Background: an optimization exercise with open tools, aiming at small area. Do not read the settings as production practice.
Only simulation tests tie the RTL to the original design; equivalence was not proved.
Power and IR drop assume default switching activity.

## flow/design.v (module list and top-level ports; edited modules follow where they fit)
// module mc6809i: 2468 lines
module mc6809i
#(
    parameter ILLEGAL_INSTRUCTIONS="GHOST"
) 
(
    input   clk,
    input   [7:0]  D,
    output  [7:0]  DOut,
    output  [15:0] ADDR,
    output  RnW,
    output  BS,
    output  BA,
    input   nIRQ,
    input   nFIRQ,
    input   nNMI,
    output  AVMA,
    output  BUSY,
    output  LIC,
    input   nHALT,
    input   nRESET,
    input   nDMABREQ
);
  // ...
==> flow/run.sh <==
#!/bin/bash
# synth_recipe.tcl (not shown) runs the flow's synth.tcl, then flattens the netlist and writes it again
# the make line also repeats each setting of config.mk as NAME=value (left out here)
make -C /OpenROAD-flow-scripts/flow DESIGN_CONFIG=/design/flow/config.mk WORK_HOME=/design/flow/orfs CLKGATE_MAP_FILE= SYNTH_SCRIPT=/design/flow/synth_recipe.tcl finish
==> flow/config.mk <==
export PLATFORM = sky130hd
export DESIGN_NAME = mc6809i
export DESIGN_NICKNAME = mc6809i
export VERILOG_FILES = /design/flow/design.v
export SDC_FILE = /design/flow/constraint.sdc
export NUM_CORES = 4
export LEC_CHECK = 0
export CAP_MARGIN = 20
export CORE_MARGIN = 2
export CORE_UTILIZATION = 25
export PLACE_DENSITY = 0.45
export SLEW_MARGIN = 20
==> flow/constraint.sdc <==
create_clock -name core_clock -period 15.0 [get_ports {clk}]
set_input_delay 3.0000 -clock core_clock [delete_from_list [all_inputs] [get_ports {clk}]]
set_output_delay 3.0000 -clock core_clock [all_outputs]
set_load 0.01 [all_outputs]
==> run summary, run 1 <==
status finished clean; internal power ~2.0 mW; Die ar. approximately 0.10 mm²; combinational power 4.06 mW; Post-synth top cells nor2_1, nand2_1, o21ai_0; Well Taps around 1,300; largest area contributor in the netlist dfxtp_1; Slew Limit Fails 0; Post-CTS Hold Fix Bufs 0; CP Buf/Inv Count 3; most used routing layer met2; Leakage Power roughly 11 nW; dpl hpwl 147,000 µm; critical path endpoint category primary output; Tightest Pin Transition about 1.2 ns; Clock-cell share 2.11%; synthesized area approximately 0.025 mm²; Layout Area Growth over Synthesis 13.0%; Vias/cell around 6.8; Peak Freq 0.0743 GHz; WL per Instance a little under 40 µm; Crit-path slowest cell o311ai_0; Net Sw Frac 62.4%; worst r2r path cells 27; first-pass GRT wire length around 260,000 µm; sequential cell count between 150 and 200; Clock Power Share under 10%; Syn Area/Cell between 6 and 7 µm²; maximum fanout along the worst path 15; post-synthesis net count around 3,700; Min-Delay Path Class reg2reg
==> run 2, diff against run 1 <==
--- a/flow/design.v
+++ b/flow/design.v
@@ -1114,17 +1114,17 @@
 localparam NS_IRQ_DC2   = 2'd1;
 localparam NS_CWAI_POST = 2'd2;
 reg     [3:0]   rcode;
 reg             rtmp;
 reg     [15:0]  R16;
 always @(*)
 begin
     if (rtmp)
-        R16 = tmp;
+        R16 = {ea[15:8], tmp[7:0]};
     else
         case (rcode)
             4'h0: R16 = {a, b};
             4'h1: R16 = x;
             4'h2: R16 = y;
             4'h3: R16 = u;
             4'h4: R16 = s;
             4'h5: R16 = pc;
@@ -1165,64 +1165,64 @@
     add_x = add_azero ? 16'H0000 : R16;
     case (add_bsel)
         B_SEXT5:  add_b = {{11{Inst2[4]}}, Inst2[4:0]};
         B_SEXTD:  add_b = {{8{D[7]}}, D};
         B_SEXTA:  add_b = {{8{a[7]}}, a};
         B_SEXTB:  add_b = {{8{b[7]}}, b};
         B_DREG:   add_b = {a, b};
         B_IDXK:   add_b = Inst2[1] ? {15'h7FFF, ~Inst2[0]} : {14'h0, Inst2[0], ~Inst2[0]};
-        B_TMPD:   add_b = {tmp[15:8], D};
+        B_TMPD:   add_b = {ea[15:8], D};
         B_INST2D: add_b = {Inst2, D};
         B_SEXTI2: add_b = {{8{Inst2[7]}}, Inst2};
         B_LBRA:   add_b = {Inst2, ea[7:0]};
         B_ZB:     add_b = {8'H00, b};
         B_EA:     add_b = ea;
-        B_TWO:    add_b = 16'H0002;
         default:  add_b = 16'H0000;
     endcase
     add_y = add_sub ? ~add_b : add_b;
     add_sum = {1'b0, add_x} + {1'b0, add_y} + {16'h0, add_cin};
 end
 wire    f16_N = add_out[15];
 wire    f16_Z = (add_out == 16'H0000);
 wire    f16_V = (add_x[15] & add_y[15] & ~add_out[15]) | (~add_x[15] & ~add_y[15] & add_out[15]);
 wire    f16_C = add_sum[16] ^ add_sub;
 localparam INC_PC = 2'd0;
 localparam INC_EA = 2'd1;
 localparam INC_SP = 2'd2;
 reg     [1:0]   inc_sel;
 reg             inc_dec;
+reg             inc_two;         
 reg             sp_u;            
 wire    [15:0]  sp_val = sp_u ? u : s;
 reg     [15:0]  inc_in;
 always @(*)
     case (inc_sel)
         INC_EA:  inc_in = ea;
         INC_SP:  inc_in = sp_val;
         default: inc_in = pc;
     endcase
-wire    [15:0]  inc_out = inc_in + (inc_dec ? 16'HFFFF : 16'H0001);
+wire    [15:0]  inc_out = inc_in + (inc_dec ? 16'HFFFF : {14'H0000, inc_two, ~inc_two});
 localparam WS_R16 = 3'd0;
 localparam WS_D   = 3'd1;
 localparam WS_ADD = 3'd2;
 localparam WS_ALU = 3'd3;
 localparam WS_MUL = 3'd4;
 localparam WS_SEX = 3'd5;
 reg     [3:0]   wcode;
 reg             whi;
 reg             wlo;
 reg     [2:0]   wsrc;
 reg     [15:0]  wval;
 always @(*)
     case (wsrc)
         WS_D:    wval = {D, D};
         WS_ADD:  wval = add_out;
         WS_ALU:  wval = {ALU[7:0], ALU[7:0]};
-        WS_MUL:  wval = {ALU[7:0], 1'b0, b[7:1]};
+        WS_MUL:  wval = {8'H00, alu_sum[0], b[7:1]};
         WS_SEX:  wval = {16{b[7]}};
         default: wval = R16;
     endcase
 function [3:0] Reg16Code(input [2:0] r);
 begin
     case (r)
         3'd0: Reg16Code = 4'h1;
         3'd1: Reg16Code = 4'h2;
@@ -1318,16 +1318,17 @@
     rtmp = 1'b0;
     dhi = 1'b0;
     add_azero = 1'b0;
     add_bsel = B_ZERO;
     add_sub = 1'b0;
     add_cin = 1'b0;
     inc_sel = INC_PC;
     inc_dec = 1'b0;
+    inc_two = 1'b0;
     sp_u = 1'b0;
     wcode = 4'hF;
     whi = 1'b0;
     wlo = 1'b0;
     wsrc = WS_R16;
     ALU_OP = ALU8Op;
     ALU_A  = IsTargetRegA ? a : b;
     ALU_B  = D;
@@ -1375,17 +1376,17 @@
         addr_nxt = 16'HFFFF;
         BS_nxt = 1'b1;
         wcode = 4'h5; wlo = 1'b1; wsrc = WS_D;
         rLIC = 1'b1;
         CpuState_nxt = CPUSTATE_FETCH_I1;
     end
     CPUSTATE_FETCH_I1:
     begin
-        addr_nxt = pc;
+        addr_nxt = inc_in;
         if (~DMABREQLatched)
         begin
             rAVMA = 1'b0;
             tmp_nxt[3:0] = 4'b1111;
             BS_nxt = 1'b1;
             BA_nxt = 1'b1;
             rLIC = 1'b1;
             CpuState_nxt = CPUSTATE_DMABREQ;
@@ -1430,17 +1431,17 @@
                 CpuState_nxt = CPUSTATE_FETCH_I1V2;
             end
             else
                 CpuState_nxt = CPUSTATE_FETCH_I2;
         end
     end
     CPUSTATE_FETCH_I1V2:
     begin
-        addr_nxt = pc;
+        addr_nxt = inc_in;
         pc_inc = 1'b1;
         Inst1_nxt = MappedInstruction;
         if (MappedInstruction == 8'H10)
         begin
             if (InstPage3 == 0)
                 InstPage2_nxt = 1'b1;
             CpuState_nxt = CPUSTATE_FETCH_I1V2;
         end
@@ -1450,17 +1451,17 @@
                 InstPage3_nxt = 1'b1;
             CpuState_nxt = CPUSTATE_FETCH_I1V2;
         end
         else
             CpuState_nxt = CPUSTATE_FETCH_I2;
     end
     CPUSTATE_FETCH_I2:
     begin
-        addr_nxt = pc;
+        addr_nxt = inc_in;
         pc_inc = 1'b1;
         Inst2_nxt = D;
         CpuState_nxt = CPUSTATE_FETCH_I1;
         case (AddrModeType)
             TYPE_INDEXED:
                 CpuState_nxt = CPUSTATE_INDEXED_BASE;
             TYPE_EXTENDED:
             begin
@@ -1494,19 +1495,18 @@
                 else if (Inst1 == OPCODE_INH_SYNC)
                 begin
                     CpuState_nxt = CPUSTATE_SYNC;
                     rLIC = 1'b1;
                     rAVMA = 1'b0;
                 end
                 else if (Inst1 == OPCODE_INH_MUL)
                 begin
-                    tmp_nxt = 16'H0000;
-                    ea_nxt = {8'H00, a};
-                    a_nxt = 8'H08;
+                    ea_nxt[15:8] = 8'H80;    
+                    tmp_nxt[7:0] = 8'H00;    
                     rAVMA = 1'b0;
                     CpuState_nxt = CPUSTATE_MUL_ACTION;
                 end
                 else if (Inst1 == OPCODE_INH_RTS)
                     CpuState_nxt = CPUSTATE_RTS_HI;
                 else if (Inst1 == OPCODE_INH_RTI)
                 begin
                     tmp_nxt = 16'H1001;
@@ -1523,17 +1523,17 @@
                     rLIC = 1'b1;
                 end
                 else if (Inst1 == OPCODE_INH_ABX)
                 begin
                     rcode = 4'h1;
                     add_bsel = B_ZB;
                     wcode = 4'h1; whi = 1'b1; wlo = 1'b1; wsrc = WS_ADD;
                     rAVMA = 1'b0;
-                    CpuState_nxt = CPUSTATE_ABX_DONTCARE;
+                    CpuState_nxt = CPUSTATE_TFR_DONTCARE4;
                 end
                 else
                 begin
                     ALU_B = 8'H00;
                     cc_alu8 = 1'b1;
                     if (ALU8Writeback)
                     begin
                         wcode = IsTargetRegA ? 4'h8 : 4'h9; wlo = 1'b1; wsrc = WS_ALU;
@@ -1611,17 +1611,17 @@
                 end
             end
             default:
                 CpuState_nxt = CPUSTATE_FETCH_I1;
         endcase
     end
     CPUSTATE_LBRA_OFFSETLOW:
     begin
-        addr_nxt = pc;
+        addr_nxt = inc_in;
         pc_inc = 1'b1;
         ea_nxt[7:0] = D;
         rAVMA = 1'b0;
         CpuState_nxt = CPUSTATE_LBRA_DONTCARE;
     end
     CPUSTATE_LBRA_DONTCARE:
     begin
         if (TakeBranch)
@@ -1632,72 +1632,78 @@
         else
         begin
             rLIC = 1'b1;
             CpuState_nxt = CPUSTATE_FETCH_I1;
         end
     end
     CPUSTATE_BRA_DONTCARE:
     begin
-        tmp_nxt = pc;
         rcode = 4'h5;
         add_bsel = B_SEXTI2;
         if (TakeBranch)
         begin
-            pc_ldadd = 1'b1;
             if (Inst1 == INST_BSR)
+            begin
+                ea_nxt = add_out;        
                 CpuState_nxt = CPUSTATE_BSR_DONTCARE1;
+            end
             else
             begin
+                pc_ldadd = 1'b1;
                 rLIC = 1'b1;
                 CpuState_nxt = CPUSTATE_FETCH_I1;
             end
         end
         else
         begin
             rLIC = 1'b1;
             CpuState_nxt = CPUSTATE_FETCH_I1;
         end
     end
     CPUSTATE_LBRA_DONTCARE2:
     begin
-        tmp_nxt = pc;
         rcode = 4'h5;
         add_bsel = B_LBRA;
-        pc_ldadd = 1'b1;
         if (Inst1 == INST_LBSR)
+        begin
+            ea_nxt = add_out;
             CpuState_nxt = CPUSTATE_BSR_DONTCARE1;
+        end
         else
         begin
+            pc_ldadd = 1'b1;
             rLIC = 1'b1;
             CpuState_nxt = CPUSTATE_FETCH_I1;
         end
     end
     CPUSTATE_BSR_DONTCARE1:
     begin
-        addr_nxt = pc;
+        inc_sel = INC_EA;
+        addr_nxt = inc_in;
         rAVMA = 1'b0;
         CpuState_nxt = CPUSTATE_BSR_DONTCARE2;
     end
     CPUSTATE_BSR_DONTCARE2:
         CpuState_nxt = CPUSTATE_BSR_RETURNLOW;
-    CPUSTATE_BSR_RETURNLOW, CPUSTATE_JSR_RETLO:
+    CPUSTATE_BSR_RETURNLOW:
     begin
         inc_sel = INC_SP; inc_dec = 1'b1; sp_upd = 1'b1;
         addr_nxt = inc_out;
-        rtmp = 1'b1;
+        rcode = 4'h5;
         RnWOut = 1'b0;
-        CpuState_nxt = (CpuState == CPUSTATE_JSR_RETLO) ? CPUSTATE_JSR_RETHI : CPUSTATE_BSR_RETURNHIGH;
+        CpuState_nxt = CPUSTATE_BSR_RETURNHIGH;
     end
-    CPUSTATE_BSR_RETURNHIGH, CPUSTATE_JSR_RETHI:
+    CPUSTATE_BSR_RETURNHIGH:
     begin
         inc_sel = INC_SP; inc_dec = 1'b1; sp_upd = 1'b1;
         addr_nxt = inc_out;
-        rtmp = 1'b1;
+        rcode = 4'h5;
         dhi = 1'b1;
+        pc_ldea = 1'b1;
         RnWOut = 1'b0;
         rLIC = 1'b1;
         CpuState_nxt = CPUSTATE_FETCH_I1;
     end
     CPUSTATE_TFR_DONTCARE1:
     begin
         rcode = Inst2[7:4];
         wcode = Inst2[3:0]; whi = 1'b1; wlo = 1'b1; wsrc = WS_R16;
@@ -1709,80 +1715,70 @@
         rAVMA = 1'b0;
         CpuState_nxt = CPUSTATE_TFR_DONTCARE3;
     end
     CPUSTATE_TFR_DONTCARE3:
     begin
         rAVMA = 1'b0;
         CpuState_nxt = CPUSTATE_TFR_DONTCARE4;
     end
-    CPUSTATE_TFR_DONTCARE4, CPUSTATE_EXG_DONTCARE6, CPUSTATE_ABX_DONTCARE, CPUSTATE_RTS_DONTCARE2,
-    CPUSTATE_ALU16_DONTCARE, CPUSTATE_16IMM_DONTCARE, CPUSTATE_TST_DONTCARE2, CPUSTATE_INT_DONTCARE:
+    CPUSTATE_TFR_DONTCARE4:
     begin
         rLIC = 1'b1;
         CpuState_nxt = CPUSTATE_FETCH_I1;
     end
     CPUSTATE_EXG_DONTCARE1:
     begin
         rcode = Inst2[7:4];
-        tmp_nxt = R16;
+        ea_nxt[15:8] = R16[15:8];
+        tmp_nxt[7:0] = R16[7:0];
         rAVMA = 1'b0;
         CpuState_nxt = CPUSTATE_EXG_DONTCARE2;
     end
     CPUSTATE_EXG_DONTCARE2:
     begin
         rcode = Inst2[3:0];
         wcode = Inst2[7:4]; whi = 1'b1; wlo = 1'b1; wsrc = WS_R16;
         rAVMA = 1'b0;
         CpuState_nxt = CPUSTATE_EXG_DONTCARE3;
     end
     CPUSTATE_EXG_DONTCARE3:
     begin
         rtmp = 1'b1;
         wcode = Inst2[3:0]; whi = 1'b1; wlo = 1'b1; wsrc = WS_R16;
         rAVMA = 1'b0;
-        CpuState_nxt = CPUSTATE_EXG_DONTCARE4;
-    end
-    CPUSTATE_EXG_DONTCARE4:
-    begin
-        rAVMA = 1'b0;
-        CpuState_nxt = CPUSTATE_EXG_DONTCARE5;
-    end
-    CPUSTATE_EXG_DONTCARE5:
-    begin
-        rAVMA = 1'b0;
-        CpuState_nxt = CPUSTATE_EXG_DONTCARE6;
+        CpuState_nxt = CPUSTATE_TFR_DONTCARE2;
     end
     CPUSTATE_RTS_HI:
     begin
-        addr_nxt = s;
+        addr_nxt = inc_in;
         inc_sel = INC_SP; sp_upd = 1'b1;
         wcode = 4'h5; whi = 1'b1; wsrc = WS_D;
         CpuState_nxt = CPUSTATE_RTS_LO;
     end
     CPUSTATE_RTS_LO:
     begin
-        addr_nxt = s;
+        addr_nxt = inc_in;
         inc_sel = INC_SP; sp_upd = 1'b1;
         wcode = 4'h5; wlo = 1'b1; wsrc = WS_D;
         rAVMA = 1'b0;
-        CpuState_nxt = CPUSTATE_RTS_DONTCARE2;
+        CpuState_nxt = CPUSTATE_TFR_DONTCARE4;
     end
     CPUSTATE_16IMM_LO, CPUSTATE_ALU16_LO:
     begin
         if (CpuState == CPUSTATE_16IMM_LO)
         begin
-            addr_nxt = pc;
+            addr_nxt = inc_in;
             pc_inc = 1'b1;
             add_bsel = B_INST2D;
         end
         else
         begin
-            addr_nxt = ea;
-            add_bsel = B_TMPD;
+            inc_sel = INC_EA; addr_nxt = inc_in;
+            add_bsel = B_INST2D;
         end
         rcode = ALU16Code;
         if (ALU16Opcode == ALUOP16_LD)
         begin
             add_azero = 1'b1;
             cc_ld16 = 1'b1;
         end
         else
@@ -1798,107 +1794,105 @@
         if ((CpuState == CPUSTATE_16IMM_LO) && (ALU16Opcode == ALUOP16_LD))
         begin
             rLIC = 1'b1;
             CpuState_nxt = CPUSTATE_FETCH_I1;
         end
         else
         begin
             rAVMA = 1'b0;
-            CpuState_nxt = (CpuState == CPUSTATE_16IMM_LO) ? CPUSTATE_16IMM_DONTCARE : CPUSTATE_ALU16_DONTCARE;
+            CpuState_nxt = (CpuState == CPUSTATE_16IMM_LO) ? CPUSTATE_TFR_DONTCARE4 : CPUSTATE_TFR_DONTCARE4;
         end
     end
-    CPUSTATE_DIRECT_DONTCARE, CPUSTATE_EXTENDED_DONTCARE, CPUSTATE_INDIRECT_DONTCARE:
+    CPUSTATE_DIRECT_DONTCARE:
     begin
         if (IsJMP(Inst1))
         begin
             pc_ldea = 1'b1;
             rLIC = 1'b1;
             CpuState_nxt = CPUSTATE_FETCH_I1;
         end
         else
             CpuState_nxt = CPUSTATE_ALU_EA;
     end
     CPUSTATE_ALU_EA:
     begin
         if (IsALU8Set1(Inst1))
         begin
-            addr_nxt = ea;
+            inc_sel = INC_EA; addr_nxt = inc_in;
             cc_alu8 = 1'b1;
             if (ALU8Writeback)
             begin
                 wcode = IsTargetRegA ? 4'h8 : 4'h9; wlo = 1'b1; wsrc = WS_ALU;
             end
             rLIC = 1'b1;
             CpuState_nxt = CPUSTATE_FETCH_I1;
         end
         else if (IsStore8)
         begin
-            addr_nxt = ea;
+            inc_sel = INC_EA; addr_nxt = inc_in;
             RnWOut = 1'b0;
             ALU_OP = ALUOP_LD;
             ALU_B = Store8RegisterNum ? b : a;
             rcode = Store8RegisterNum ? 4'h9 : 4'h8;
             cc_alu8 = 1'b1;
             rLIC = 1'b1;
             CpuState_nxt = CPUSTATE_FETCH_I1;
         end
         else if (IsALU16Opcode & (ALU16Opcode == ALUOP16_LD))
         begin
-            addr_nxt = ea;
+            inc_sel = INC_EA; addr_nxt = inc_in;
             inc_sel = INC_EA;
             ea_nxt = inc_out;
             wcode = ALU16Code; whi = 1'b1; wsrc = WS_D;
-            tmp_nxt[15:8] = D;
+            Inst2_nxt = D;
             rBUSY = 1'b1;
             CpuState_nxt = CPUSTATE_LD16_LO;
         end
         else if (IsStore16)
         begin
-            addr_nxt = ea;
+            inc_sel = INC_EA; addr_nxt = inc_in;
             inc_sel = INC_EA;
             ea_nxt = inc_out;
             rcode = StoreCode;
             dhi = 1'b1;
             cc_ld16 = 1'b1;
             RnWOut = 1'b0;
             rBUSY = 1'b1;
             CpuState_nxt = CPUSTATE_ST16_LO;
         end
         else if (IsALU8Set0(Inst1))
         begin
-            addr_nxt = ea;
+            inc_sel = INC_EA; addr_nxt = inc_in;
             ALU_A = D;
             tmp_nxt[7:0] = ALU[7:0];
             cc_alu8 = 1'b1;
             rAVMA = 1'b0;
             if (ALU8Op == ALUOP_TST)
                 CpuState_nxt = CPUSTATE_TST_DONTCARE1;
             else
             begin
                 rBUSY = 1'b1;
                 CpuState_nxt = CPUSTATE_ALU_DONTCARE;
             end
         end
         else if (IsALU16Opcode && (ALU16Opcode != ALUOP16_LD) && ((Inst1 < 8'H30) || (Inst1 > 8'H33)))
         begin
-            addr_nxt = ea;
+            inc_sel = INC_EA; addr_nxt = inc_in;
             inc_sel = INC_EA;
             ea_nxt = inc_out;
-            tmp_nxt[15:8] = D;
+            Inst2_nxt = D;
             rBUSY = 1'b1;
             CpuState_nxt = CPUSTATE_ALU16_LO;
         end
         else if ((Inst1 == 8'H9D) || (Inst1 == 8'HAD) || (Inst1 == 8'HBD))
         begin
-            pc_ldea = 1'b1;
-            addr_nxt = ea;
-            tmp_nxt = pc;
+            inc_sel = INC_EA; addr_nxt = inc_in;
             rAVMA = 1'b0;
-            CpuState_nxt = CPUSTATE_JSR_DONTCARE;
+            CpuState_nxt = CPUSTATE_BSR_DONTCARE2;
         end
         else if ((Inst1 >= 8'H30) && (Inst1 <= 8'H33))
         begin
             add_azero = 1'b1;
             add_bsel = B_EA;
             wcode = ALU16Code; whi = 1'b1; wlo = 1'b1; wsrc = WS_ADD;
             cc_lea = (ALU16Reg == ALU16_REG_X) || (ALU16Reg == ALU16_REG_Y);
             rLIC = 1'b1;
@@ -1907,55 +1901,53 @@
     end
     CPUSTATE_ALU_DONTCARE:
     begin
         rBUSY = 1'b1;
         CpuState_nxt = CPUSTATE_ALU_WRITEBACK;
     end
     CPUSTATE_ALU_WRITEBACK:
     begin
-        addr_nxt = ea;
+        inc_sel = INC_EA; addr_nxt = inc_in;
         RnWOut = 1'b0;
         rtmp = 1'b1;
         rLIC = 1'b1;
         CpuState_nxt = CPUSTATE_FETCH_I1;
     end
     CPUSTATE_LD16_LO:
     begin
-        addr_nxt = ea;
+        inc_sel = INC_EA; addr_nxt = inc_in;
         wcode = ALU16Code; wlo = 1'b1; wsrc = WS_D;
         add_azero = 1'b1;
-        add_bsel = B_TMPD;
+        add_bsel = B_INST2D;
         cc_ld16 = 1'b1;
         rLIC = 1'b1;
         CpuState_nxt = CPUSTATE_FETCH_I1;
     end
     CPUSTATE_ST16_LO:
     begin
-        addr_nxt = ea;
+        inc_sel = INC_EA; addr_nxt = inc_in;
         inc_sel = INC_EA;
         ea_nxt = inc_out;
         rcode = StoreCode;
         RnWOut = 1'b0;
         rLIC = 1'b1;
         CpuState_nxt = CPUSTATE_FETCH_I1;
     end
-    CPUSTATE_JSR_DONTCARE:
-        CpuState_nxt = CPUSTATE_JSR_RETLO;
     CPUSTATE_EXTENDED_ADDRLO:
     begin
-        addr_nxt = pc;
+        addr_nxt = inc_in;
         pc_inc = 1'b1;
         ea_nxt[7:0] = D;
         rAVMA = 1'b0;
-        CpuState_nxt = CPUSTATE_EXTENDED_DONTCARE;
+        CpuState_nxt = CPUSTATE_DIRECT_DONTCARE;
     end
     CPUSTATE_INDEXED_BASE:
     begin
-        addr_nxt = pc;
+        addr_nxt = inc_in;
         rcode = IdxCode;
         add_cin = (IndexedRegister == IDX_REG_PC);
         case (IndexedMode)
             IDX_MODE_NOOFFSET:
             begin
                 ea_nxt = add_out;
                 if (IndexedIndirect)
                     CpuState_nxt = CPUSTATE_INDIRECT_HI;
@@ -2016,17 +2008,17 @@
                 add_bsel = B_IDXK;
                 ea_nxt = add_out;
                 wcode = IdxCode; whi = 1'b1; wlo = 1'b1; wsrc = WS_ADD;
                 rAVMA = Inst2[0];
                 CpuState_nxt = Inst2[0] ? CPUSTATE_IDX_16OFF_DONTCARE0 : CPUSTATE_IDX_16OFF_DONTCARE2;
             end
             IDX_MODE_16BIT_OFFSET_PC, IDX_MODE_16BIT_OFFSET:
             begin
-                tmp_nxt[15:8] = D;
+                ea_nxt[15:8] = D;
                 pc_inc = 1'b1;
                 CpuState_nxt = CPUSTATE_IDX_16OFFSET_LO;
             end
             IDX_MODE_EXTENDED_INDIRECT:
             begin
                 ea_nxt[15:8] = D;
                 pc_inc = 1'b1;
                 CpuState_nxt = CPUSTATE_IDX_EXTIND_LO;
@@ -2035,52 +2027,52 @@
             begin
                 rLIC = 1'b1;
                 CpuState_nxt = CPUSTATE_FETCH_I1;
             end
         endcase
     end
     CPUSTATE_IDX_16OFFSET_LO:
     begin
-        addr_nxt = pc;
+        addr_nxt = inc_in;
         pc_inc = 1'b1;
         rcode = IdxCode;
         add_cin = (IndexedRegister == IDX_REG_PC);
         add_bsel = B_TMPD;
         ea_nxt = add_out;
         CpuState_nxt = CPUSTATE_IDX_16OFF_DONTCARE1;
     end
     CPUSTATE_IDX_16OFF_DONTCARE1:
     begin
-        addr_nxt = pc;
+        addr_nxt = inc_in;
         rAVMA = 1'b0;
         CpuState_nxt = CPUSTATE_IDX_16OFF_DONTCARE2;
     end
     CPUSTATE_IDX_16OFF_DONTCARE0:
     begin
         rAVMA = 1'b0;
         CpuState_nxt = CPUSTATE_IDX_16OFF_DONTCARE2;
     end
     CPUSTATE_IDX_16OFF_DONTCARE2:
     begin
         rAVMA = 1'b0;
         if (IndexedRegister == IDX_REG_PC)
             CpuState_nxt = CPUSTATE_IDX_PC16OFF_DONTCARE;
         else
-            CpuState_nxt = CPUSTATE_IDX_16OFF_DONTCARE3;
+            CpuState_nxt = CPUSTATE_IDX_DONTCARE3;
     end
     CPUSTATE_IDX_PC16OFF_DONTCARE:
     begin
         rAVMA = 1'b0;
-        CpuState_nxt = CPUSTATE_IDX_16OFF_DONTCARE3;
+        CpuState_nxt = CPUSTATE_IDX_DONTCARE3;
     end
-    CPUSTATE_IDX_DONTCARE3, CPUSTATE_IDX_16OFF_DONTCARE3, CPUSTATE_IDX_EXTIND_DONTCARE:
+    CPUSTATE_IDX_DONTCARE3, CPUSTATE_IDX_EXTIND_DONTCARE:
     begin
         if (CpuState == CPUSTATE_IDX_EXTIND_DONTCARE)
-            addr_nxt = pc;
+            addr_nxt = inc_in;
         if (IndexedIndirect)
             CpuState_nxt = CPUSTATE_INDIRECT_HI;
         else if (IsJMP(Inst1))
         begin
             pc_ldea = 1'b1;
             rLIC = 1'b1;
             CpuState_nxt = CPUSTATE_FETCH_I1;
         end
@@ -2089,65 +2081,63 @@
     end
     CPUSTATE_IDX_DOFF_DONTCARE1:
     begin
         addr_nxt = inc_out;
         CpuState_nxt = CPUSTATE_IDX_DOFF_DONTCARE2;
     end
     CPUSTATE_IDX_DOFF_DONTCARE2:
     begin
-        rcode = 4'h5;
-        add_bsel = B_TWO;
-        addr_nxt = add_out;
+        inc_two = 1'b1;
+        addr_nxt = inc_out;
         rAVMA = 1'b0;
         CpuState_nxt = CPUSTATE_IDX_16OFF_DONTCARE2;
     end
     CPUSTATE_IDX_EXTIND_LO:
     begin
         ea_nxt[7:0] = D;
-        addr_nxt = pc;
+        addr_nxt = inc_in;
         pc_inc = 1'b1;
         CpuState_nxt = CPUSTATE_IDX_EXTIND_DONTCARE;
     end
     CPUSTATE_INDIRECT_HI:
     begin
-        addr_nxt = ea;
-        tmp_nxt[15:8] = D;
+        inc_sel = INC_EA; addr_nxt = inc_in;
+        Inst2_nxt = D;
         rBUSY = 1'b1;
         CpuState_nxt = CPUSTATE_INDIRECT_LO;
     end
     CPUSTATE_INDIRECT_LO:
     begin
         inc_sel = INC_EA;
         addr_nxt = inc_out;
         add_azero = 1'b1;
-        add_bsel = B_TMPD;
+        add_bsel = B_INST2D;
         ea_nxt = add_out;
         rAVMA = 1'b0;
-        CpuState_nxt = CPUSTATE_INDIRECT_DONTCARE;
+        CpuState_nxt = CPUSTATE_DIRECT_DONTCARE;
     end
     CPUSTATE_MUL_ACTION:
     begin
         rAVMA = 1'b0;
         rtmp = 1'b1;
-        if (a != 8'H00)
+        if (ea[15:8] != 8'H00)
         begin
-            add_bsel = B_EA;
-            if (b[0])
-                tmp_nxt = add_out;
-            ea_nxt = {ea[14:0], 1'b0};
-            ALU_OP = ALUOP_DEC;
-            ALU_A = a;
-            wcode = 4'h0; whi = 1'b1; wlo = 1'b1; wsrc = WS_MUL;
+            ALU_OP = ALUOP_ADD;
+            ALU_A = tmp[7:0];
+            ALU_B = b[0] ? a : 8'H00;
+            tmp_nxt[7:0] = alu_sum[8:1];
+            ea_nxt[15:8] = {1'b0, ea[15:9]};
+            wcode = 4'h9; wlo = 1'b1; wsrc = WS_MUL;
         end
         else
         begin
-            wcode = 4'h0; whi = 1'b1; wlo = 1'b1; wsrc = WS_R16;
-            cc_nxt[CC_Z_BIT] = (tmp == 16'H0000);
-            cc_nxt[CC_C_BIT] = tmp[7];
+            wcode = 4'h8; wlo = 1'b1; wsrc = WS_R16;
+            cc_nxt[CC_Z_BIT] = ({tmp[7:0], b} == 16'H0000);
+            cc_nxt[CC_C_BIT] = b[7];
             rLIC = 1'b1;
             rAVMA = 1'b1;
             CpuState_nxt = CPUSTATE_FETCH_I1;
         end
     end
     CPUSTATE_PSH_DONTCARE1, CPUSTATE_PUL_DONTCARE1:
     begin
         rAVMA = 1'b0;
@@ -2155,17 +2145,18 @@
     end
     CPUSTATE_PSH_DONTCARE2:
         CpuState_nxt = CPUSTATE_PSH_DONTCARE3;
     CPUSTATE_PUL_DONTCARE2:
         CpuState_nxt = CPUSTATE_PUL_ACTION;
     CPUSTATE_PSH_DONTCARE3:
     begin
         sp_u = tmp[14];
-        addr_nxt = sp_val;
+        inc_sel = INC_SP;
+        addr_nxt = inc_in;
         CpuState_nxt = CPUSTATE_PSH_ACTION;
     end
     CPUSTATE_PSH_ACTION:
     begin
         sp_u = tmp[14];
         inc_sel = INC_SP;
         inc_dec = 1'b1;
         rcode = psh_code;
@@ -2193,17 +2184,17 @@
                 rAVMA = 1'b0;
             CpuState_nxt = NextStateFull;
         end
     end
     CPUSTATE_PUL_ACTION:
     begin
         sp_u = tmp[14];
         inc_sel = INC_SP;
-        addr_nxt = sp_val;
+        addr_nxt = inc_in;
         if (pul_any)
         begin
             sp_upd = 1'b1;
             wcode = pul_code; wsrc = WS_D;
             whi = pul_16 & ~tmp[15];
             wlo = ~(pul_16 & ~tmp[15]);
             if (pul_16 & ~tmp[15])
                 tmp_nxt[15] = 1'b1;
@@ -2221,17 +2212,17 @@
                 rLIC = 1'b1;
             else
                 rAVMA = 1'b0;
             CpuState_nxt = NextStateFull;
         end
     end
     CPUSTATE_NMI_START, CPUSTATE_IRQ_START, CPUSTATE_FIRQ_START, CPUSTATE_SWI_START:
     begin
-        addr_nxt = pc;
+        addr_nxt = inc_in;
         NextState_nxt = NS_IRQ_DC2;
         CpuState_nxt = CPUSTATE_IRQ_DONTCARE;
         cc_nxt[CC_E_BIT] = 1'b1;
         case (CpuState)
             CPUSTATE_NMI_START:
             begin
                 NMIClear_nxt = 1'b1;
                 tmp_nxt = 16'H20FF;
@@ -2311,28 +2302,28 @@
                 BS_nxt = 1'b1;
             end
             INTTYPE_SWI2: addr_nxt = 16'HFFF4+16'H1;
             INTTYPE_SWI3: addr_nxt = 16'HFFF2+16'H1;
             default: ;
         endcase
         wcode = 4'h5; wlo = 1'b1; wsrc = WS_D;
         rLIC = 1'b1;
-        CpuState_nxt = CPUSTATE_INT_DONTCARE;
+        CpuState_nxt = CPUSTATE_TFR_DONTCARE4;
     end
     CPUSTATE_CC_DONTCARE:
     begin
-        addr_nxt = pc;
+        addr_nxt = inc_in;
         rLIC = 1'b1;
         CpuState_nxt = CPUSTATE_FETCH_I1;
     end
     CPUSTATE_TST_DONTCARE1:
     begin
         rAVMA = 1'b0;
-        CpuState_nxt = CPUSTATE_TST_DONTCARE2;
+        CpuState_nxt = CPUSTATE_TFR_DONTCARE4;
     end
     CPUSTATE_SYNC:
     begin
         BA_nxt = 1'b1;
         rLIC = 1'b1;
         rAVMA = 1'b0;
         if (~(NMILatched & FIRQLatched & IRQLatched))
             CpuState_nxt = CPUSTATE_SYNC_EXIT;
@@ -2346,32 +2337,32 @@
     CPUSTATE_DMABREQ:
     begin
         rAVMA = 1'b0;
         BS_nxt = 1'b1;
         BA_nxt = 1'b1;
         rLIC = 1'b1;
         tmp_nxt[3:0] = tmp[3:0] - 1'b1;
         if ((tmp[3:0] == 4'H0) | (DMABREQSample2))
-            CpuState_nxt = CPUSTATE_DMABREQ_EXIT;
+            CpuState_nxt = CPUSTATE_HALT_EXIT2;
     end
-    CPUSTATE_DMABREQ_EXIT, CPUSTATE_HALT_EXIT2:
+    CPUSTATE_HALT_EXIT2:
         CpuState_nxt = CPUSTATE_FETCH_I1;
     CPUSTATE_HALTED:
     begin
         rAVMA = 1'b0;
         BS_nxt = 1'b1;
         BA_nxt = 1'b1;
         rLIC = 1'b1;
         if (HALTSample2)
             CpuState_nxt = CPUSTATE_HALT_EXIT2;
     end
     CPUSTATE_CWAI:
     begin
-        addr_nxt = pc;
+        addr_nxt = inc_in;
         cc_nxt = {1'b1, (cc[6:0] & Inst2[6:0])};
         tmp_nxt = 16'H00FF;
         NextState_nxt = NS_CWAI_POST;
         rAVMA = 1'b0;
         CpuState_nxt = CPUSTATE_CWAI_DONTCARE1;
     end
     CPUSTATE_CWAI_DONTCARE1:
         CpuState_nxt = CPUSTATE_PSH_ACTION;
==> flow/config.mk (replaced) <==
export PLATFORM = sky130hd
export DESIGN_NAME = mc6809i
export DESIGN_NICKNAME = mc6809i
export VERILOG_FILES = /design/flow/design.v
export SDC_FILE = /design/flow/constraint.sdc
export NUM_CORES = 4
export LEC_CHECK = 0
export CAP_MARGIN = 20
export CORE_MARGIN = 2
export CORE_UTILIZATION = 30
export PLACE_DENSITY = 0.5
export SLEW_MARGIN = 20
==> run 2 against run 1 <==
Compared with the run above:
- wire length down 17%
- critical path type is now reg2out
- area after synthesis down 5.9%
- clock power up 5.3%
- global-route usage up 1.9 points
- register-to-register slack worse by 0.15 ns
- cell area down 7.7%
- largest power group unchanged
- first-iteration DRC count down 12%
- sequential power down 4.0%
- non-clock buffer count down 70
==> run summary, run 2 <==
ys flop type dfxtp_1; number of post-CTS setup repair buffers 0; drt total wl about 160,000 µm; largest net degree at the start of global routing 73; most used cell, CP o21ai_0; Pwr Total between 5 and 6 mW; number of global-route vias before repair ~28,000; Combinational Power Share around 74%; CP max stage delay 0.80 ns; reg2reg start Inst1[1]; Worst Hold Launch DMABREQSample; largest area contributor in the netlist dfxtp_1; CTS tree done; Placed Cells 4,377; GP Congestion between 1 and 1.5; initial antenna violation count 18; Top Ports 45; sequential element share of the synthesized area about 18%; slew margin rel. about 17%; Layout Area Growth over Synthesis 10.7%; Post-synth top cells nor2_1, nand2_1, a21oi_1; Net Sw Frac 62.0% (-0.47 points); clk root buf clkbuf_16; WL per Instance 36.1 µm (-7.0%); post-synthesis net count 3,494 (-5.8%); Total GRT Usage 37.9%; first-pass GRT wire length 221,000 µm (-15%); Placed Area about 0.026 mm²; drt first-iter violations ~5,200; FP Rows slightly above 100; final count of hold timing violations 0; Post-CTS Hold Fix Bufs 0 (unchanged); RSZ-0062 raised after global routing false; Pre-antenna DRT Iters 8; non-filler cells, final between 4,000 and 5,000; Crit-path slowest cell a311oi_2; Mapped Cells 3,406; Crit Path Category reg2out; CTS max path bufs 2; number of synthesized flops with an enable pin 35; Tightest Pin Transition 1.23 ns (+0.0136 ns); setup violators final 0; Cell variety after synth between 100 and 150; via count a little over 30,000; Clock transition at path regs 0.11 ns; synthesized area 0.0237 mm² (-5.9%); Placeable Area 0.0786 mm²; Die ar. 0.0813 mm² (-21%); share of cells above drive strength 1 roughly a tenth; YS warnings 1; CP Buf/Inv Count 5 (+2); area share of the largest cell type after synthesis 13.2%; Skew-Pair Late Insertion Delay approximately 0.56 ns; Worst EP required roughly 12 ns; GRT overflow 0; Max Cap Viol 0; Min-Delay Path Class reg2reg; die width around 290 µm; total CTS buffers 17; Setup crit start kind flop; minimum clock period around 12 ns; pwr dens 200 mW/mm²; internal power 2.00 mW (-2.1%); H-tree levels 4; fin nets approximately 3,400; most common library cell in the layout ignoring fill and taps nor2_1; die height about 290 µm; Psw 3.25 mW; Clock Power Share 10.3% (+0.9 points); Crit. Startpoint Inst1[2]; synth top area cells dfxtp_1, nor2_1, nand2_1; Yosys reg bits roughly 190; crit-path leading delay family compound AO/OA/AOI/OAI gates; most frequent cell after synthesis nor2_1; design area approximately 0.026 mm²; Peak Freq 0.0818 GHz (+10%); PortBufs 44; maximum VDD drop approximately 0.095 mV; ANT nets after route 0; Arrival @ worst endpoint 9.22 ns; setup_tns 0 ns; maximum fanout along the worst path 57 (+42); clock sink total between 150 and 200; Async S/R FF share, synth 0%; Slew Limit Fails 0 (unchanged); clk_skew 0.0445 ns; reg2reg setup slack about 4.3 ns; post_cts resized 0; Leakage Power 9.95 nW (-5.6%); final period utilization between 80% and 90%; status finished clean; dpl hpwl 121,000 µm (-17%); Syn Area/Cell 6.96 µm² (about the same); Vias/cell 6.85 (+1.3%); initial core utilization a little under a third; Seq pwr share 15.6%; DRC violations left 0; critical path endpoint category primary output; most frequent cells in the layout nor2_1, nand2_1, a21oi_1
[run 2: cell types whose count changed in the layout (fill, tap and decap cells not counted), moves of 12 or more]
cell / previous run / this run
o21ai_0: 289 / 244
a221oi_1: 53 / 34
a22oi_1: 71 / 31
nor2_1: 421 / 407
buf_4: 224 / 154
nand3_1: 141 / 111
nor3_1: 75 / 87
a22o_1: 16 / 30
nand2_1: 408 / 391
xnor2_1: 36 / 48
[run 2: layout make-up]
class / count / area [µm²]
antenna: 9 / 22.5
clock buffer: 17 / 425
clock inverter: 15 / 216
fill: 8639 / 52400
inverter: 88 / 330
multi-input combinational: 2851 / 18200
sequential: 191 / 4170
tap: 1050 / 1310
timing repair buffer: 199 / 1600
[run 2: per-layer routing]
layer | up-vias | GRT usage (%) | share of wire [%]
met3 | 637 | 12.7 | 12
met5 | - | 0.698 | 0.10
met4 | 22 | 25.6 | 8.3
met2 | 2355 | 53.8 | 40
met1 | 14600 | 48.1 | 39
li1 | 12700 | - | -
[run 2: path summary, 6_finish.rpt]
check,cells after the start,end
worst max-delay path,26,ADDR[15]
worst min-delay path,0,DMABREQSample2
worst max register to register,31,NMILatched
worst min register to register,0,DMABREQSample2
[run 2: power by group through the flow]
stage	clock [mW]	sequential (mW)	combinational (mW)
6_report	0.539	0.819	3.89
4_1_cts	0.541	0.799	3.70
5_1_grt	0.557	0.812	3.98
3_5_place_dp	0	0.811	3.69
3_3_place_gp	0	0.815	3.70
2_1_floorplan	0	0.692	2.06
[run 2: worst register-to-register path, delay by kind of cell (launching register included)]
| kind | cells | cell delay, ns |
|---|---|---|
| compound gates | 14 | 3.86 |
| simple gates | 10 | 3.76 |
| xor+xnor | 2 | 0.76 |
| flops | 1 | 0.72 |
| fa+ha+maj | 2 | 0.68 |
| buf+inv | 2 | 0.54 |
| mux | 1 | 0.32 |
[run 2: cell families (layout without fill, tap and decap cells)]
group	after synthesis	after routing	share of synthesized area [%]
XOR/XNOR	77	77	2.85
buffers and inverters	364	319	6.26
AND/OR/NAND/NOR	1369	1369	28.1
other	0	9	0
multiplexers	179	179	7.83
adder cells (fa/ha/maj)	73	73	4.01
AO/OA/AOI/OAI	1153	1153	33.3
flip-flops	191	191	17.6
[run 2: through the flow]
| step | util [%] | hold WS [ns] | worst slack [ns] |
|---|---|---|---|
| 6_report | 33.4 | 0.319 | 2.78 |
| 5_1_grt | 33.4 | 0.347 | 2.52 |
| 4_1_cts | 33.3 | 0.314 | 3.09 |
| 3_5_place_dp | 32.5 | 0.312 | 3.05 |
| 3_3_place_gp | 32.5 | 0.312 | 3.20 |
| 2_1_floorplan | - | 0.310 | 5.85 |
==> run 3, diff against run 2 <==
==> flow/flow/run.sh (new file) <==
#!/bin/bash
# Own flow: the standard layout, with the synthesis step's ABC mapping script
# replaced by an area-oriented one (see synth_area.tcl). Everything after synthesis
# is standard.sh unchanged.
set -euo pipefail
W=$(pwd)
export AREA_ABC_SCRIPT=$W/flow/area.abc
# standard.sh with its synthesis script pointed at flow/synth_area.tcl
sed "s#SYNTH_SCRIPT=[^ ]*#SYNTH_SCRIPT=$W/flow/synth_area.tcl #" standard.sh > area_standard.sh
grep -q "synth_area.tcl" area_standard.sh
bash area_standard.sh synth > synth.log 2>&1
bash standard.sh > layout.log 2>&1
test -f out/final.def
==> flow/flow/area.abc (new file) <==
strash
ifraig
scorr
dc2
dretime
strash
&get -n
&dch -f
&nf -R 1000
&put
strash
ifraig
dc2
strash
&get -n
&dch -f
&nf -R 1000
&put
==> flow/flow/synth_area.tcl (new file) <==
# The standard synthesis (synth_recipe.tcl), with one change: the technology mapping runs
# an area-oriented ABC script (flow/area.abc) in place of ORFS's abc_*.script.
# Registers come from the steps before ABC, so they are the standard synthesis's.
proc synth {args} { yosys synth -nofsm -noshare {*}$args }
proc abc {args} {
  set i [lsearch -exact $args -script]
  if {$i >= 0} {
    lset args [expr {$i + 1}] $::env(AREA_ABC_SCRIPT)
  }
  yosys abc {*}$args
}
source $::env(SCRIPTS_DIR)/synth.tcl
# left out here: clear keep_hierarchy, flatten, clean up, hide names made inside functions, write 1_2_yosys.v
==> flow/standard.sh (new file) <==
#!/bin/bash
# synth_recipe.tcl (not shown) runs the flow's synth.tcl, then flattens the netlist and writes it again
# the make line also repeats each setting of config.mk as NAME=value (left out here)
make -C /OpenROAD-flow-scripts/flow DESIGN_CONFIG=/design/flow/config.mk WORK_HOME=/design/flow/orfs CLKGATE_MAP_FILE= SYNTH_SCRIPT=/design/flow/synth_recipe.tcl "${@:-finish}"
--- a/flow/config.mk
+++ b/flow/config.mk
@@ -7,6 +7,6 @@
 export LEC_CHECK = 0
 export CAP_MARGIN = 20
 export CORE_MARGIN = 2
-export CORE_UTILIZATION = 30
-export PLACE_DENSITY = 0.5
+export CORE_UTILIZATION = 40
+export PLACE_DENSITY = 0.55
 export SLEW_MARGIN = 20
removed: flow/run.sh
==> run 3 against run 2 <==
Compared with the run above:
- still clean
- critical path depth rose by 8
- wire length decreased by 24%
- flip-flop and latch count did not move
- first-iteration DRC count grew 9.9%
- critical path type unchanged
- critical endpoint unchanged
- highest routed layer unchanged
==> run summary, run 3 <==
clk_skew 0.0179 ns (-0.0265 ns); Peak Freq 0.0805 GHz (-1.6%); CTS max path bufs 2 (unchanged); Cell variety after synth 63 (-46%); Setup crit start kind flop; largest area contributor in the netlist dfxtp_1; Post-synth top cells nor2_1, nand2_1, a21oi_1; fin nets 3,030 (-12%); area share of and/or/nand/nor cells after synthesis 28.8% (+0.68 points); synthesized area 0.0188 mm² (-21%); clock sink total 191 (unchanged); status finished clean; share of cells above drive strength 1 4.70% (-5.0 points); reg2reg setup slack 3.03 ns (-1.25 ns); Synth Area in Compound Gates 37.2% (+3.8 points); Crit-path slowest cell edfxtp_1; Post-CTS Hold Fix Bufs 0 (unchanged); Crit Path Category reg2out; number of synthesized flops with an enable pin 35 (unchanged); clk root buf clkbuf_16; minimum clock period 12.41 ns (+0.196 ns); WL per Instance 34.2 µm (-5.5%); worst min-delay path endpoint FIRQSample2; Top Ports 45 (unchanged); first-pass GRT wire length 171,000 µm (-22%); ys flop type dfxtp_1; initial core utilization 40.5% (+10 points); most used cell, CP a21oi_1; Die ar. 0.0488 mm² (-40%); slew margin rel. 11.5% (-5.8 points); CP max stage delay 0.90 ns (+0.10 ns); die width 221 µm (-22%); setup violators final 0 (unchanged); Pwr Total 4.64 mW (-12%); fin worst setup slack 2.59 ns (-0.196 ns); Finished Core Util 46.0% (+13 points); critical path endpoint category primary output; GRT overflow 0 (unchanged); xor/xnor share of the synthesized area 3.39% (+0.55 points); FP Rows 79 (-23%); Placeable Area 0.0466 mm² (-41%); die height 221 µm (-22%); Placed Cells 3,528 (-19%); post-synthesis net count 2,876 (-18%); Vias/cell 7.51 (+9.7%); initial antenna violation count 7 (-11); setup_tns 0 ns (unchanged); H-tree levels 4 (unchanged); number of post-CTS setup repair buffers 0 (unchanged); Worst Hold Launch FIRQSample; maximum VDD drop 0.181 mV (+90%); Worst EP required 12.00 ns (about the same); post_cts resized 0 (unchanged); YS warnings 1 (unchanged); Post-Synth Adder-Cell Area 5.05% (+1.0 points); Total GRT Usage 47.6% (+9.7 points); drt total wl 122,000 µm (-24%); most frequent cell after synthesis nor2_1; number of global-route vias before repair 24,300 (-12%); dpl hpwl 93,600 µm (-23%); Placed Area 0.0207 mm² (-19%); synth top area cells dfxtp_1, a21oi_1, o21ai_0; maximum fanout along the worst path 23 (-60%); CTS tree done; Mapped Cells 2,788 (-18%); total CTS buffers 17 (unchanged); Yosys reg bits 191 (unchanged); Tightest Pin Transition 1.32 ns (+0.0901 ns); Syn Area/Cell 6.76 µm² (-2.9%); Clock transition at path regs 0.09 ns (-0.02 ns); sequential element share of the synthesized area 22.2% (+4.5 points); Place WS 3.49 ns (+0.439 ns); design area 0.0214 mm² (-18%); Leakage Power 7.88 nW (-21%); PortBufs 44 (unchanged); Min-Delay Path Class reg2reg; CP Buf/Inv Count 3 (-2); pwr dens 217 mW/mm² (+8.3%); area share of the largest cell type after synthesis 16.6% (+3.4 points); Slew Limit Fails 0 (unchanged); final hold slack 0.331 ns (+0.0121 ns); via count 26,800 (-11%); largest net degree at the start of global routing 62 (-15%); GP Congestion 1.21 (+13%); Skew-Pair Late Insertion Delay 0.53 ns (-0.03 ns); final period utilization 82.8% (+1.3 points); DRC violations left 0 (unchanged); drt first-iter violations 5,762 (+9.9%); Crit. Startpoint Inst1[7]; reg2reg start Inst1[6]; RSZ-0062 raised after global routing false; Max Cap Viol 0 (unchanged); crit-path leading delay family compound AO/OA/AOI/OAI gates; most common library cell in the layout ignoring fill and taps nor2_1; instance count on the critical path 34 (+31%); Layout Area Growth over Synthesis 13.6%; most frequent cells in the layout nor2_1, nand2_1, a21oi_1; worst r2r path cells 48 (+55%); largest family of logic cells by synthesized area compound AO/OA/AOI/OAI gates; Async S/R FF share, synth 0% (unchanged); non-filler cells, final 3,567 (-19%); hold path depth 0 (unchanged); Pre-antenna DRT Iters 14 (+6); final count of hold timing violations 0 (unchanged); Arrival @ worst endpoint 9.41 ns (+0.19 ns); ANT nets after route 0 (unchanged); mux share of post-synthesis cell area 1.31% (-6.5 points); worst r2r dst NMILatched
-- run 3: changes by cell type after synthesis, sizes merged, moves of 24 or more --
cell    before  now
a21oi      281  336
a222oi      26   67
a22o        31    7
buf         83    3
clkbuf     193    0
clkinv       2  104
inv         86    0
mux2        50    5
mux2i      129   19
nand2      391  367
o211ai      54   29
o21ai      264  330
-- run 3: cells by family after synthesis --
group	Yosys count
buffers and inverters	107
AND/OR/NAND/NOR	1203
AO/OA/AOI/OAI	1117
adder cells (fa/ha/maj)	73
XOR/XNOR	73
flip-flops	191
multiplexers	24
-- run 3: final cells by class --
type	count	area, µm²
fillers	4899	25200
multi-input cells	2490	14300
flip-flops and latches	191	4170
repair buffers	138	1140
well taps	607	759
clock buffers	18	450
inverters	104	390
clock inverters	14	164
diodes	5	12.5
-- run 3: worst max path at each step --
stage | to | slack, ns
2_1_floorplan | ADDR[15] | 5.60
3_3_place_gp | NMILatched | 3.67
3_5_place_dp | ADDR[15] | 3.49
4_1_cts | ADDR[15] | 2.86
5_1_grt | ADDR[15] | 2.09
6_report | ADDR[15] | 2.59
-- run 3: per-layer routing --
layer  share of wire, %  vias up  global-route usage, %
li1                   -    11000                      -
met3                 18      671                   23.6
met5              0.027        -                      0
met4                7.6        6                   28.7
met2                 38     2754                   63.4
met1                 37    12400                   60.6
-- run 3: where the power goes --
| part | leakage [nW] | switching [mW] | internal, mW | total (mW) |
|---|---|---|---|---|
| Combinational | 6.02 | 2.29 | 0.979 | 3.26 |
| Sequential | 1.58 | 0.242 | 0.626 | 0.868 |
| Clock | 0.289 | 0.273 | 0.234 | 0.507 |
| Total | 7.88 | 2.80 | 1.84 | 4.64 |

[separate check: timing with driven ports]
The flow's constraints put no driver on any port. The routed layouts listed below were extracted and timed again, unchanged, in two steps.
Step 1, drivers: a clkbuf_16 drives clk and a buf_2 each remaining input, both assumed.
Step 2 adds t to the input delays and takes it off the output delays; t is the mean of the earliest and latest rising clock arrival at the registers after step 1. Input paths then give back, and output paths get back, about the clock's delay inside the block.
Three values: ideal ports, drivers, drivers and shift; two values: the first two.
run | shift t [ns] | setup WS [ns] | clock arrival spread, ns
run 1 | 0.614 | 1.546 / 1.516 / 1.516 | 0.040 / 0.040
run 2 | 0.611 | 2.781 / 2.707 / 2.611 | 0.044 / 0.044
run 3 | 0.588 | 2.585 / 2.519 / 2.926 | 0.018 / 0.018
After both steps setup and hold are still met in every run listed. The setup slack of run 2, which loses most, moves by -0.074 ns with the drivers and by -0.170 ns with both steps.
